This design comes from an exercise in tuning for small area on the open sky130 flow, not from production work.
RTL that was checked went through simulation tests only; none was proved equivalent to the original.

==> tundra <==
// CO
module CO(clk, rst, en, I, Q, I_ro, Q_ro);
input clk, rst, en;
input [1:0] I;
input [1:0] Q;
output [13:0] I_ro;
output [13:0] Q_ro;
function [6:0] FRONT;
input [6:0] a;
begin
case (a)
  7'd0: FRONT = 7'd0;
  7'd1: FRONT = 7'd49;
  7'd2: FRONT = 7'd82;
  7'd3: FRONT = 7'd81;
  7'd4: FRONT = 7'd1;
  7'd5: FRONT = 7'd5;
  7'd6: FRONT = 7'd86;
  7'd7: FRONT = 7'd85;
  7'd8: FRONT = 7'd98;
  7'd9: FRONT = 7'd57;
  7'd10: FRONT = 7'd106;
  7'd11: FRONT = 7'd102;
  7'd12: FRONT = 7'd97;
  7'd13: FRONT = 7'd53;
  7'd14: FRONT = 7'd105;
  7'd15: FRONT = 7'd101;
  7'd16: FRONT = 7'd48;
  7'd17: FRONT = 7'd97;
  7'd18: FRONT = 7'd2;
  7'd19: FRONT = 7'd1;
  7'd20: FRONT = 7'd49;
  7'd21: FRONT = 7'd53;
  7'd22: FRONT = 7'd6;
  7'd23: FRONT = 7'd5;
  7'd24: FRONT = 7'd82;
  7'd25: FRONT = 7'd105;
  7'd26: FRONT = 7'd90;
  7'd27: FRONT = 7'd86;
  7'd28: FRONT = 7'd81;
  7'd29: FRONT = 7'd101;
  7'd30: FRONT = 7'd89;
  7'd31: FRONT = 7'd85;
  7'd32: FRONT = 7'd96;
  7'd33: FRONT = 7'd81;
  7'd34: FRONT = 7'd50;
  7'd35: FRONT = 7'd49;
  7'd36: FRONT = 7'd97;
  7'd37: FRONT = 7'd101;
  7'd38: FRONT = 7'd54;
  7'd39: FRONT = 7'd53;
  7'd40: FRONT = 7'd2;
  7'd41: FRONT = 7'd89;
  7'd42: FRONT = 7'd10;
  7'd43: FRONT = 7'd6;
  7'd44: FRONT = 7'd1;
  7'd45: FRONT = 7'd85;
  7'd46: FRONT = 7'd9;
  7'd47: FRONT = 7'd5;
  7'd48: FRONT = 7'd80;
  7'd49: FRONT = 7'd1;
  7'd50: FRONT = 7'd98;
  7'd51: FRONT = 7'd97;
  7'd52: FRONT = 7'd81;
  7'd53: FRONT = 7'd85;
  7'd54: FRONT = 7'd102;
  7'd55: FRONT = 7'd101;
  7'd56: FRONT = 7'd50;
  7'd57: FRONT = 7'd9;
  7'd58: FRONT = 7'd58;
  7'd59: FRONT = 7'd54;
  7'd60: FRONT = 7'd49;
  7'd61: FRONT = 7'd5;
  ...
Settings: LEC_CHECK=0, ABC_AREA=1, CAP_MARGIN=20, CORE_MARGIN=2, CORE_UTILIZATION=40, SLEW_MARGIN=20, SYNTH_MEMORY_MAX_BITS=32768; clock period 5.0 ns.
run.sh (not shown) runs the stock make flow with config.mk's settings and CLKGATE_MAP_FILE= SYNTH_SCRIPT=/design/flow/synth_recipe.tcl, a recipe that flattens the netlist after the stock synthesis.
==> cedar (differences from tundra) <==
--- a/flow/design.v
+++ b/flow/design.v
@@ -173,27 +173,18 @@
   end
 end
 wire p = m[7];
 wire [6:0] u = m[6:0];
 wire [6:0] xf = p ? (~u + 7'd1) : u;
 wire sf = p & (u == 7'd0);
 wire [6:0] fr = FRONT({p, m[9:8], It, Qt});
-reg [6:0] hf, hx;
-reg hs;
-always @(posedge clk or posedge rst) begin
-  if (rst) begin
-    hf <= 7'd0; hx <= 7'd0; hs <= 1'b0;
-  end else if (en) begin
-    hf <= fr; hx <= xf; hs <= sf;
-  end
-end
-wire [1:0] a = hf[1:0], b = hf[3:2];
-wire selI = hf[4], nI = hf[5], nQ = hf[6];
-wire [6:0] tx = hx;
-wire ts = hs;
+wire [1:0] a = fr[1:0], b = fr[3:2];
+wire selI = fr[4], nI = fr[5], nQ = fr[6];
+wire [6:0] tx = xf;
+wire ts = sf;
 wire [5:0] bt;
 wire [4:0] st;
 BIGT u_big(.a(tx), .y(bt));
 SMALLT u_small(.a(tx), .y(st));
 wire [5:0] TA = ts ? 6'd28 : bt;
 wire [4:0] TB = ts ? 5'd28 : st;
 wire [5:0] A = TA;
@@ -204,16 +195,24 @@
 wire [7:0] bB = b[1] ? {B2[6:0],1'b0} : b[0] ? {1'b0,B2} : 8'd0;
 wire [7:0] aB = a[1] ? {B2[6:0],1'b0} : a[0] ? {1'b0,B2} : 8'd0;
 wire [7:0] bA = b[1] ? {A2[6:0],1'b0} : b[0] ? {1'b0,A2} : 8'd0;
 wire [7:0] X = aA - bB;
 wire [7:0] Y = aB + bA;
 wire [7:0] ri = CNEG(selI ? Y : X, nI);
 wire [7:0] rq = CNEG(selI ? X : Y, nQ);
-assign I_ro = {{6{ri[7]}}, ri};
-assign Q_ro = {{6{rq[7]}}, rq};
+reg [7:0] ir, qr;
+always @(posedge clk or posedge rst) begin
+  if (rst) begin
+    ir <= 8'd0; qr <= 8'd0;
+  end else if (en) begin
+    ir <= ri; qr <= rq;
+  end
+end
+assign I_ro = {{6{ir[7]}}, ir};
+assign Q_ro = {{6{qr[7]}}, qr};
 endmodule
 module BIGT(a, y);
   input [6:0] a;
   output [5:0] y;
   wire new_n14, new_n15, new_n16, new_n17, new_n18, new_n19, new_n20,
     new_n21, new_n22, new_n23, new_n24, new_n25, new_n26, new_n27, new_n28,
     new_n29, new_n30, new_n31, new_n32, new_n33, new_n34, new_n35, new_n36,
==> summary of the runs <==
Against cedar, the design area of tundra is larger by 13%. cedar finished with timing, DRC and antenna clean. tundra produced a layout that fails on setup timing. Between cedar and tundra, the lower die area is in tundra (gap 4.2%, measured against tundra). Against tundra, the maximum frequency of cedar is larger by 12%. Non-clock buffer count: cedar is lower than tundra (79). Against tundra, the first-iteration DRC count of cedar is smaller by about 3.5%. Against cedar, the worst setup slack of tundra is worse by 580 ps. Between cedar and tundra, the lower sequential cell count is in tundra (gap 1).
==> figures <==
Compound-gate portion of the synthesized area: cedar 19.7%; tundra 21.4%
DRT iter0 DRCs: cedar 191; tundra 198
Outcome: cedar no timing/DRC/antenna violations; tundra finished with violations
Reasons for failing layout checks: cedar -; tundra setup timing
Reg2Reg Launch Point: cedar m[1]$_DFF_PP1_; tundra m[2]$_DFF_PP1_
Average wire per standard cell: cedar 13.1 um; tundra 13.0 um
Total negative slack: cedar 0 ps; tundra -4310 ps
Worst hold slack after final layout: cedar 468 ps; tundra 518 ps
Synth unique cells: cedar 45; tundra 46
DIE WIDTH: cedar 96.9 um; tundra 94.9 um
Maximum number of pins on one net before global-route repair: cedar 31; tundra 30
Floorplan die area: cedar 0.00939 mm2; tundra 0.00900 mm2
Inverter count: cedar 61; tundra 71
Detailed placer's ending HPWL: cedar 6520 um; tundra 6510 um
Fillers: cedar 871; tundra 757
Avg Vias per Cell: cedar 5.15; tundra 5.14
No functional check of the RTL was part of any run of this note.

---

==> run M <==
==> flow/design.v <==
module ROM_COS(clka, ena, addra, douta);
input clka, ena;
input [9:0] addra;
output [11:0] douta;
assign douta = 12'd0;
endmodule
module ROM_SINE(clka, ena, addra, douta);
input clka, ena;
input [9:0] addra;
output [11:0] douta;
assign douta = 12'd0;
endmodule
module NCO(clk, rst, en, ncos, nsin);
input clk, rst, en;
output [11:0] ncos, nsin;
assign ncos = 12'd0;
assign nsin = 12'd0;
endmodule
module CO(clk, rst, en, I, Q, I_ro, Q_ro);
input clk, rst, en;
input [1:0] I;
input [1:0] Q;
output [13:0] I_ro;
output [13:0] Q_ro;
function [7:0] ADD; input [7:0] x; input [7:0] y; input ci;
  integer i; reg cy;
  begin
    cy = ci;
    for (i = 0; i < 8; i = i + 1) begin
      ADD[i] = x[i] ^ y[i] ^ cy;
      cy = (x[i] & y[i]) | (cy & (x[i] ^ y[i]));
    end
  end
endfunction
function [7:0] CNEG; input [7:0] x; input n;
  integer i; reg any;
  begin
    any = 1'b0;
    for (i = 0; i < 8; i = i + 1) begin
      CNEG[i] = x[i] ^ (n & any);
      any = any | x[i];
    end
  end
endfunction
function [7:0] MUL; input [1:0] k; input [5:0] s;
  MUL = ({8{k[1]}} & {1'b0, s, 1'b0}) | ({8{k[0]}} & {2'b0, s});
endfunction
reg [1:0] q;
reg p;
reg [6:0] xb;                
wire [6:0] x = ~xb;
reg [1:0] It, Qt;
integer j;
reg [6:0] xn;
reg cy;
always @(*) begin
  cy = 1'b1;
  for (j = 0; j < 7; j = j + 1) begin
    xn[j] = x[j] ^ cy;
    cy = cy & (x[j] ^ p);
  end
end
wire w = x[0] & (&(x[6:1] ^ {6{p}}));
always @(posedge clk or posedge rst) begin
  if (rst) begin
    q <= 2'd0;
    p <= 1'b0;
    xb <= 7'd0;
    It <= 2'd0;
    Qt <= 2'd0;
  end else begin
    q <= {q[1] ^ (q[0] & p & w), q[0] ^ (p & w)};
    p <= p ^ w;
    xb <= ~xn;
    It <= I;
    Qt <= Q;
  end
end
wire s = p & ~(|x);
wire [5:0] bt;
wire [4:0] st;
BIGT u_big(.a(x), .y(bt));
SMALLT u_small(.a(x), .y(st));
wire [5:0] A = s ? 6'd28 : bt;
wire [5:0] B = s ? 6'd28 : {1'b0, st};
wire sw = p ^ q[0];
wire cneg = q[1] ^ q[0];
wire sneg = q[1];
wire [1:0] mi = {It[1] & ~It[0], It[0]};    
wire [1:0] mq = {Qt[1] & ~Qt[0], Qt[0]};    
wire ic = It[1] ^ cneg, is = It[1] ^ sneg;   
wire qc = Qt[1] ^ cneg, qs = Qt[1] ^ sneg;   
wire [1:0] ia = sw ? mq : mi;
wire [1:0] ib = sw ? mi : mq;
wire isa = sw ? ~qs : ic;
wire isb = sw ? ic : ~qs;
wire qsa = sw ? is : qc;
wire qsb = sw ? qc : is;
wire [5:0] fi = {isa, isa ^ isb, ib, ia};
wire [5:0] fq = {qsa, qsa ^ qsb, ia, ib};
wire [7:0] wi = ADD(MUL(fi[1:0], A), MUL(fi[3:2], B) ^ {8{fi[4]}}, fi[4]);
wire [7:0] wq = ADD(MUL(fq[1:0], A), MUL(fq[3:2], B) ^ {8{fq[4]}}, fq[4]);
reg [7:0] ir, qr;
always @(posedge clk or posedge rst) begin
  if (rst) begin
    ir <= 8'd0;
    qr <= 8'd0;
  end else if (en) begin
    ir <= CNEG(wi, fi[5]);
    qr <= CNEG(wq, fq[5]);
  end
end
assign I_ro = {{6{ir[7]}}, ir};
assign Q_ro = {{6{qr[7]}}, qr};
endmodule
module BIGT(a, y);
  input [6:0] a;
  output [5:0] y;
  wire new_n14, new_n15, new_n16, new_n17, new_n18, new_n19, new_n20,
    new_n21, new_n22, new_n23, new_n24, new_n25, new_n26, new_n27, new_n28,
    new_n29, new_n30, new_n31, new_n32, new_n33, new_n34, new_n35, new_n36,
    new_n37, new_n38, new_n39, new_n40, new_n42, new_n43, new_n44, new_n45,
    new_n46, new_n47, new_n48, new_n50, new_n51, new_n52;
  assign new_n14 = ~a[0] & ~a[1];
  assign new_n15 = a[2] & ~new_n14;
  assign new_n16 = a[0] & a[1];
  assign new_n17 = ~a[1] & a[5];
  assign new_n18 = ~a[4] & ~new_n17;
  assign new_n19 = ~new_n16 & ~new_n18;
  assign new_n20 = new_n15 & ~new_n19;
  assign new_n21 = ~a[3] & ~new_n20;
  assign new_n22 = ~a[5] & ~new_n16;
  assign new_n23 = a[3] & new_n15;
  assign new_n24 = ~new_n22 & new_n23;
  assign new_n25 = ~new_n21 & ~new_n24;
  assign new_n26 = a[6] & ~new_n25;
  assign new_n27 = a[0] & a[6];
  assign new_n28 = ~a[1] & ~a[2];
  assign new_n29 = ~new_n27 & new_n28;
  assign new_n30 = a[3] & a[4];
  assign new_n31 = ~new_n29 & new_n30;
  assign new_n32 = a[5] & new_n31;
  assign new_n33 = ~new_n26 & ~new_n32;
  assign new_n34 = ~a[4] & ~new_n24;
  assign new_n35 = a[5] & ~new_n34;
  assign new_n36 = ~a[5] & new_n34;
  assign new_n37 = ~new_n35 & ~new_n36;
  assign new_n38 = a[6] & new_n37;
  assign new_n39 = ~a[5] & ~a[6];
  assign new_n40 = ~new_n31 & new_n39;
  assign y[2] = ~new_n38 & ~new_n40;
  assign new_n42 = new_n37 & y[2];
  assign new_n43 = new_n33 & ~new_n42;
  assign new_n44 = a[2] & ~a[3];
  assign new_n45 = ~new_n16 & ~new_n44;
  assign new_n46 = a[4] & a[5];
  assign new_n47 = ~new_n45 & new_n46;
  assign new_n48 = new_n26 & new_n47;
  assign y[0] = ~new_n43 & ~new_n48;
  assign new_n50 = new_n31 & ~new_n33;
  assign new_n51 = a[6] & new_n34;
  assign new_n52 = ~new_n40 & ~new_n51;
  assign y[1] = ~new_n50 & new_n52;
  assign y[4] = a[6] & new_n35;
  assign y[3] = new_n40 | y[4];
  assign y[5] = ~y[4];
endmodule
module SMALLT(a, y);
  input [6:0] a;
  output [4:0] y;
  wire new_n13, new_n14, new_n15, new_n16, new_n17, new_n18, new_n19,
    new_n20, new_n21, new_n22, new_n23, new_n24, new_n25, new_n26, new_n27,
    new_n28, new_n29, new_n30, new_n31, new_n32, new_n33, new_n34, new_n35,
    new_n36, new_n37, new_n38, new_n39, new_n40, new_n41, new_n42, new_n43,
    new_n44, new_n45, new_n46, new_n47, new_n49, new_n50, new_n51, new_n52,
    new_n53, new_n54, new_n55, new_n57, new_n58, new_n59, new_n60, new_n61,
    new_n62, new_n63, new_n65, new_n66, new_n67, new_n69;
  assign new_n13 = ~a[1] & a[4];
  assign new_n14 = ~a[0] & new_n13;
  assign new_n15 = a[3] & a[5];
  assign new_n16 = new_n14 & new_n15;
  assign new_n17 = a[0] & ~a[3];
  assign new_n18 = ~new_n13 & new_n17;
  assign new_n19 = ~a[1] & ~a[5];
  assign new_n20 = ~a[4] & ~new_n19;
  assign new_n21 = a[6] & ~new_n20;
  assign new_n22 = ~new_n18 & new_n21;
  assign new_n23 = ~new_n16 & ~new_n22;
  assign new_n24 = a[3] & ~a[5];
  assign new_n25 = a[2] & ~new_n24;
  assign new_n26 = new_n14 & ~new_n25;
  assign new_n27 = ~a[3] & a[5];
  assign new_n28 = ~a[2] & ~new_n27;
  assign new_n29 = ~new_n26 & ~new_n28;
  assign new_n30 = ~new_n23 & ~new_n29;
  assign new_n31 = ~a[5] & a[6];
  assign new_n32 = a[2] & ~new_n31;
  assign new_n33 = ~a[5] & ~a[6];
  assign new_n34 = ~a[4] & ~new_n28;
  assign new_n35 = ~new_n33 & ~new_n34;
  assign new_n36 = ~a[3] & a[6];
  assign new_n37 = ~a[0] & ~new_n36;
  assign new_n38 = a[1] & ~new_n37;
  assign new_n39 = ~new_n35 & new_n38;
  assign new_n40 = ~new_n32 & ~new_n39;
  assign new_n41 = ~a[4] & new_n36;
  assign new_n42 = a[5] & ~new_n41;
  assign new_n43 = a[0] & a[1];
  assign new_n44 = new_n32 & new_n43;
  assign new_n45 = ~new_n42 & new_n44;
  assign new_n46 = new_n23 & ~new_n45;
  assign new_n47 = ~new_n40 & new_n46;
  assign y[0] = new_n30 | new_n47;
  assign new_n49 = ~new_n30 & ~new_n45;
  assign new_n50 = a[5] & a[6];
  assign new_n51 = new_n49 & ~new_n50;
  assign new_n52 = ~new_n49 & new_n50;
  assign new_n53 = ~new_n51 & ~new_n52;
  assign new_n54 = ~a[3] & ~new_n53;
  assign new_n55 = a[3] & new_n53;
  assign y[1] = ~new_n54 & ~new_n55;
  assign new_n57 = a[3] & ~a[6];
  assign new_n58 = ~new_n36 & ~new_n57;
  assign new_n59 = ~new_n51 & ~new_n58;
  assign new_n60 = ~a[4] & ~new_n59;
  assign new_n61 = a[4] & ~new_n15;
  assign new_n62 = new_n59 & new_n61;
  assign new_n63 = ~new_n52 & ~new_n62;
  assign y[2] = ~new_n60 & new_n63;
  assign new_n65 = a[4] & new_n57;
  assign new_n66 = ~new_n41 & ~new_n65;
  assign new_n67 = ~new_n49 & ~new_n66;
  assign y[3] = new_n42 | new_n67;
  assign new_n69 = ~a[5] & new_n67;
  assign y[4] = a[6] & ~new_n69;
endmodule
==> flow/flow/run.sh <==
#!/bin/bash
# Own layout flow: the standard layout (standard.sh), with these changes:
#  - synthesis maps with an area-only ABC script (flow/abc_area.script) instead of
#    ORFS's, which sizes and buffers for speed; everything else in synthesis is
#    the standard script (synth_recipe.tcl), so the registers are the same;
#  - synthesis extracts no full-adder cells (ADDER_MAP_FILE empty): ABC maps the
#    adders as gates, whose carry chain is faster than the full-adder cell's;
#  - port buffering uses the smallest buffer cell (every port still gets one);
#  - clock tree synthesis takes its arguments from flow/cts_args.txt (no dummy
#    loads, small clock buffers).
# ORFS writes each step's full log under orfs/logs; the make output of each
# standard.sh call goes to flow_synth.log and flow_finish.log here.
set -euo pipefail
W=$PWD
rm -rf "$W/myscripts"
cp -r "$FLOW_HOME/scripts" "$W/myscripts"
cp "$W/flow/abc_area.script" "$W/myscripts/abc_area.script"
export SCRIPTS_DIR="$W/myscripts"
export ADDER_MAP_FILE=
export BUFFER_PORTS_ARGS="-buffer_cell sky130_fd_sc_hd__buf_1"
if [[ -f "$W/flow/cts_args.txt" ]]; then
  CTS_ARGS="$(tr '\n' ' ' < "$W/flow/cts_args.txt")"
  export CTS_ARGS
fi
bash "$W/standard.sh" synth > "$W/flow_synth.log" 2>&1
bash "$W/standard.sh" finish > "$W/flow_finish.log" 2>&1
test -f "$W/out/final.def"
==> flow/flow/abc_area.script <==
strash
dch
amap
topo
==> flow/flow/cts_args.txt <==
-sink_clustering_enable -repair_clock_nets -buf_list sky130_fd_sc_hd__clkbuf_4 -dont_use_dummy_load
==> flow/standard.sh <==
#!/bin/bash
# synth_recipe.tcl (not shown) runs the flow's synth.tcl, then flattens the netlist and writes it again
# the make line also repeats each setting of config.mk as NAME=value (left out here)
make -C /OpenROAD-flow-scripts/flow DESIGN_CONFIG=/design/flow/config.mk WORK_HOME=/design/flow/orfs CLKGATE_MAP_FILE= SYNTH_SCRIPT=/design/flow/synth_recipe.tcl "${@:-finish}"
==> flow/config.mk <==
export PLATFORM = sky130hd
export DESIGN_NAME = CO
export DESIGN_NICKNAME = CO
export VERILOG_FILES = /design/flow/design.v
export SDC_FILE = /design/flow/constraint.sdc
export NUM_CORES = 4
export LEC_CHECK = 0
export ABC_AREA = 1
export CAP_MARGIN = 20
export CORE_MARGIN = 2
export CORE_UTILIZATION = 40
export SETUP_SLACK_MARGIN = -0.3
export SLEW_MARGIN = 20
export SYNTH_MEMORY_MAX_BITS = 32768
==> flow/constraint.sdc <==
create_clock -name core_clock -period 5.0 [get_ports {clk}]
set_input_delay 1.0000 -clock core_clock [delete_from_list [all_inputs] [get_ports {clk}]]
set_output_delay 1.0000 -clock core_clock [all_outputs]
set_load 0.01 [all_outputs]
==> run F: changes against run M <==
--- a/flow/design.v
+++ b/flow/design.v
@@ -22,6 +22,142 @@
 input [1:0] Q;
 output [13:0] I_ro;
 output [13:0] Q_ro;
+function [11:0] FRONTF;
+input [6:0] a;
+begin
+case (a)
+  7'd0: FRONTF = 12'd16;
+  7'd1: FRONTF = 12'd1124;
+  7'd2: FRONTF = 12'd3208;
+  7'd3: FRONTF = 12'd3140;
+  7'd4: FRONTF = 12'd273;
+  7'd5: FRONTF = 12'd341;
+  7'd6: FRONTF = 12'd3465;
+  7'd7: FRONTF = 12'd3397;
+  7'd8: FRONTF = 12'd2610;
+  7'd9: FRONTF = 12'd1638;
+  7'd10: FRONTF = 12'd2746;
+  7'd11: FRONTF = 12'd2678;
+  7'd12: FRONTF = 12'd2353;
+  7'd13: FRONTF = 12'd1381;
+  7'd14: FRONTF = 12'd2489;
+  7'd15: FRONTF = 12'd2421;
+  7'd16: FRONTF = 12'd1056;
+  7'd17: FRONTF = 12'd2353;
+  7'd18: FRONTF = 12'd530;
+  7'd19: FRONTF = 12'd273;
+  7'd20: FRONTF = 12'd1124;
+  7'd21: FRONTF = 12'd1381;
+  7'd22: FRONTF = 12'd598;
+  7'd23: FRONTF = 12'd341;
+  7'd24: FRONTF = 12'd3208;
+  7'd25: FRONTF = 12'd2489;
+  7'd26: FRONTF = 12'd3722;
+  7'd27: FRONTF = 12'd3465;
+  7'd28: FRONTF = 12'd3140;
+  7'd29: FRONTF = 12'd2421;
+  7'd30: FRONTF = 12'd3654;
+  7'd31: FRONTF = 12'd3397;
+  7'd32: FRONTF = 12'd2096;
+  7'd33: FRONTF = 12'd3140;
+  7'd34: FRONTF = 12'd1192;
+  7'd35: FRONTF = 12'd1124;
+  7'd36: FRONTF = 12'd2353;
+  7'd37: FRONTF = 12'd2421;
+  7'd38: FRONTF = 12'd1449;
+  7'd39: FRONTF = 12'd1381;
+  7'd40: FRONTF = 12'd530;
+  7'd41: FRONTF = 12'd3654;
+  7'd42: FRONTF = 12'd666;
+  7'd43: FRONTF = 12'd598;
+  7'd44: FRONTF = 12'd273;
+  7'd45: FRONTF = 12'd3397;
+  7'd46: FRONTF = 12'd409;
+  7'd47: FRONTF = 12'd341;
+  7'd48: FRONTF = 12'd3072;
+  7'd49: FRONTF = 12'd273;
+  7'd50: FRONTF = 12'd2610;
+  7'd51: FRONTF = 12'd2353;
+  7'd52: FRONTF = 12'd3140;
+  7'd53: FRONTF = 12'd3397;
+  7'd54: FRONTF = 12'd2678;
+  7'd55: FRONTF = 12'd2421;
+  7'd56: FRONTF = 12'd1192;
+  7'd57: FRONTF = 12'd409;
+  7'd58: FRONTF = 12'd1706;
+  7'd59: FRONTF = 12'd1449;
+  7'd60: FRONTF = 12'd1124;
+  7'd61: FRONTF = 12'd341;
+  7'd62: FRONTF = 12'd1638;
+  7'd63: FRONTF = 12'd1381;
+  7'd64: FRONTF = 12'd1024;
+  7'd65: FRONTF = 12'd305;
+  7'd66: FRONTF = 12'd2578;
+  7'd67: FRONTF = 12'd2321;
+  7'd68: FRONTF = 12'd1092;
+  7'd69: FRONTF = 12'd373;
+  7'd70: FRONTF = 12'd1606;
+  7'd71: FRONTF = 12'd1349;
+  7'd72: FRONTF = 12'd3240;
+  7'd73: FRONTF = 12'd3497;
+  7'd74: FRONTF = 12'd2714;
+  7'd75: FRONTF = 12'd2457;
+  7'd76: FRONTF = 12'd3172;
+  7'd77: FRONTF = 12'd3429;
+  7'd78: FRONTF = 12'd2646;
+  7'd79: FRONTF = 12'd2389;
+  7'd80: FRONTF = 12'd48;
+  7'd81: FRONTF = 12'd3172;
+  7'd82: FRONTF = 12'd1160;
+  7'd83: FRONTF = 12'd1092;
+  7'd84: FRONTF = 12'd305;
+  7'd85: FRONTF = 12'd3429;
+  7'd86: FRONTF = 12'd441;
+  7'd87: FRONTF = 12'd373;
+  7'd88: FRONTF = 12'd2578;
+  7'd89: FRONTF = 12'd2646;
+  7'd90: FRONTF = 12'd1674;
+  7'd91: FRONTF = 12'd1606;
+  7'd92: FRONTF = 12'd2321;
+  7'd93: FRONTF = 12'd2389;
+  7'd94: FRONTF = 12'd1417;
+  7'd95: FRONTF = 12'd1349;
+  7'd96: FRONTF = 12'd3104;
+  7'd97: FRONTF = 12'd2321;
+  7'd98: FRONTF = 12'd562;
+  7'd99: FRONTF = 12'd305;
+  7'd100: FRONTF = 12'd3172;
+  7'd101: FRONTF = 12'd2389;
+  7'd102: FRONTF = 12'd3686;
+  7'd103: FRONTF = 12'd3429;
+  7'd104: FRONTF = 12'd1160;
+  7'd105: FRONTF = 12'd1417;
+  7'd106: FRONTF = 12'd698;
+  7'd107: FRONTF = 12'd441;
+  7'd108: FRONTF = 12'd1092;
+  7'd109: FRONTF = 12'd1349;
+  7'd110: FRONTF = 12'd630;
+  7'd111: FRONTF = 12'd373;
+  7'd112: FRONTF = 12'd2064;
+  7'd113: FRONTF = 12'd1092;
+  7'd114: FRONTF = 12'd3240;
+  7'd115: FRONTF = 12'd3172;
+  7'd116: FRONTF = 12'd2321;
+  7'd117: FRONTF = 12'd1349;
+  7'd118: FRONTF = 12'd2457;
+  7'd119: FRONTF = 12'd2389;
+  7'd120: FRONTF = 12'd562;
+  7'd121: FRONTF = 12'd630;
+  7'd122: FRONTF = 12'd3754;
+  7'd123: FRONTF = 12'd3686;
+  7'd124: FRONTF = 12'd305;
+  7'd125: FRONTF = 12'd373;
+  7'd126: FRONTF = 12'd3497;
+  7'd127: FRONTF = 12'd3429;
+  default: FRONTF = 12'd0;
+endcase
+end
+endfunction
 function [7:0] ADD; input [7:0] x; input [7:0] y; input ci;
   integer i; reg cy;
   begin
@@ -47,8 +183,7 @@
 endfunction
 reg [1:0] q;
 reg p;
-reg [6:0] xb;                
-wire [6:0] x = ~xb;
+reg [6:0] x;
 reg [1:0] It, Qt;
 integer j;
 reg [6:0] xn;
@@ -65,13 +200,13 @@
   if (rst) begin
     q <= 2'd0;
     p <= 1'b0;
-    xb <= 7'd0;
+    x <= 7'd127;
     It <= 2'd0;
     Qt <= 2'd0;
   end else begin
     q <= {q[1] ^ (q[0] & p & w), q[0] ^ (p & w)};
     p <= p ^ w;
-    xb <= ~xn;
+    x <= xn;
     It <= I;
     Qt <= Q;
   end
@@ -83,35 +218,31 @@
 SMALLT u_small(.a(x), .y(st));
 wire [5:0] A = s ? 6'd28 : bt;
 wire [5:0] B = s ? 6'd28 : {1'b0, st};
-wire sw = p ^ q[0];
-wire cneg = q[1] ^ q[0];
-wire sneg = q[1];
-wire [1:0] mi = {It[1] & ~It[0], It[0]};    
-wire [1:0] mq = {Qt[1] & ~Qt[0], Qt[0]};    
-wire ic = It[1] ^ cneg, is = It[1] ^ sneg;   
-wire qc = Qt[1] ^ cneg, qs = Qt[1] ^ sneg;   
-wire [1:0] ia = sw ? mq : mi;
-wire [1:0] ib = sw ? mi : mq;
-wire isa = sw ? ~qs : ic;
-wire isb = sw ? ic : ~qs;
-wire qsa = sw ? is : qc;
-wire qsb = sw ? qc : is;
-wire [5:0] fi = {isa, isa ^ isb, ib, ia};
-wire [5:0] fq = {qsa, qsa ^ qsb, ia, ib};
+wire [11:0] fr;
+assign fr = FRONTF({p, q, It, Qt});
+wire [5:0] fi = fr[5:0];
+wire [5:0] fq = fr[11:6];
 wire [7:0] wi = ADD(MUL(fi[1:0], A), MUL(fi[3:2], B) ^ {8{fi[4]}}, fi[4]);
 wire [7:0] wq = ADD(MUL(fq[1:0], A), MUL(fq[3:2], B) ^ {8{fq[4]}}, fq[4]);
 reg [7:0] ir, qr;
+reg ineg, qneg;
 always @(posedge clk or posedge rst) begin
   if (rst) begin
     ir <= 8'd0;
     qr <= 8'd0;
+    ineg <= 1'b0;
+    qneg <= 1'b0;
   end else if (en) begin
-    ir <= CNEG(wi, fi[5]);
-    qr <= CNEG(wq, fq[5]);
+    ir <= wi;
+    qr <= wq;
+    ineg <= fi[5];
+    qneg <= fq[5];
   end
 end
-assign I_ro = {{6{ir[7]}}, ir};
-assign Q_ro = {{6{qr[7]}}, qr};
+wire [7:0] ri = CNEG(ir, ineg);
+wire [7:0] rq = CNEG(qr, qneg);
+assign I_ro = {{6{ri[7]}}, ri};
+assign Q_ro = {{6{rq[7]}}, rq};
 endmodule
 module BIGT(a, y);
   input [6:0] a;
==> flow/flow/run.sh (replaced) <==
#!/bin/bash
# Own layout flow: the standard layout (standard.sh), with two changes:
#  - synthesis maps with an area-only ABC script (flow/abc_area.script) instead of
#    ORFS's, which sizes and buffers for speed; everything else in synthesis is
#    the standard script (synth_recipe.tcl), so the registers are the same;
#  - port buffering uses the smallest buffer cell.
# Each step's full output goes to logs under orfs/logs (ORFS's own logs) and to
# flow_*.log in the work folder.
set -euo pipefail
W=$PWD
rm -rf "$W/myscripts"
cp -r "$FLOW_HOME/scripts" "$W/myscripts"
cp "$W/flow/abc_area.script" "$W/myscripts/abc_area.script"
export SCRIPTS_DIR="$W/myscripts"
export BUFFER_PORTS_ARGS="-buffer_cell sky130_fd_sc_hd__buf_1"
bash "$W/standard.sh" synth > "$W/flow_synth.log" 2>&1
bash "$W/standard.sh" finish > "$W/flow_finish.log" 2>&1
test -f "$W/out/final.def"
==> flow/flow/abc_area.script (replaced) <==
strash
dch
map -a
topo
GPL_TIMING_DRIVEN = 0   (was unset)
SETUP_SLACK_MARGIN = unset   (was -0.3)
removed: flow/flow/cts_args.txt
==> results.json <==
{
  "seq_share_pct": 24.4,
  "ctsResizeCount": 13,
  "wl_met1_um": 2780,
  "pg_seq_uw": 314,
  "multi_input_cells": 264,
  "vias_per_cell": 5.12,
  "nFlopsAndLatches": 32,
  "grt_use_met1_pct": 22.7,
  "final_util_pct": 49.5,
  "cp_max_fo": 4,
  "yosys.area_share.simple_pct": 16.6,
  "seq_area_sq_um": 811,
  "status": "finished clean",
  "nNetsFinal": 436
}
Source of the figures above: run F

==> results.json <==
{
  "status": "finished clean",
  "yosys.area_share.simple_pct": 23.1,
  "cp_max_fo": 12,
  "vias_per_cell": 5.50,
  "seq_area_sq_um": 752,
  "grt_use_met1_pct": 25.3,
  "final_util_pct": 45.1,
  "nNetsFinal": 407,
  "pg_seq_uw": 281
}
Source of the figures above: run M

==> what the ideal ports hide <==
In the flow no input, the clock included, has a driving cell. The finished layouts below were timed again as built, in two steps. Step 1 assumes that a clkbuf_16 drives the clock port and a buf_2 every other input. Step 2 adds t to the input delays and takes it off the output delays; t is the mean of the earliest and latest rising clock arrival at the registers after step 1. Input paths then give back, and output paths get back, about the clock's delay inside the block. Slacks: ideal / step 1 / step 2; pairs: ideal / step 1.
run	shift t [ns]	setup slack, ns	worst data-port slew with drivers (ns)	cell pins on the clock port's net
tundra	0.302	-0.301 / -0.327 / -0.025	0.03	1
cedar	0.310	0.283 / 0.283 / 0.283	0.03	1
run M	0.353	0.438 / 0.438 / 0.438	0.03	1
run F	0.316	0.116 / 0.116 / 0.116	0.03	1
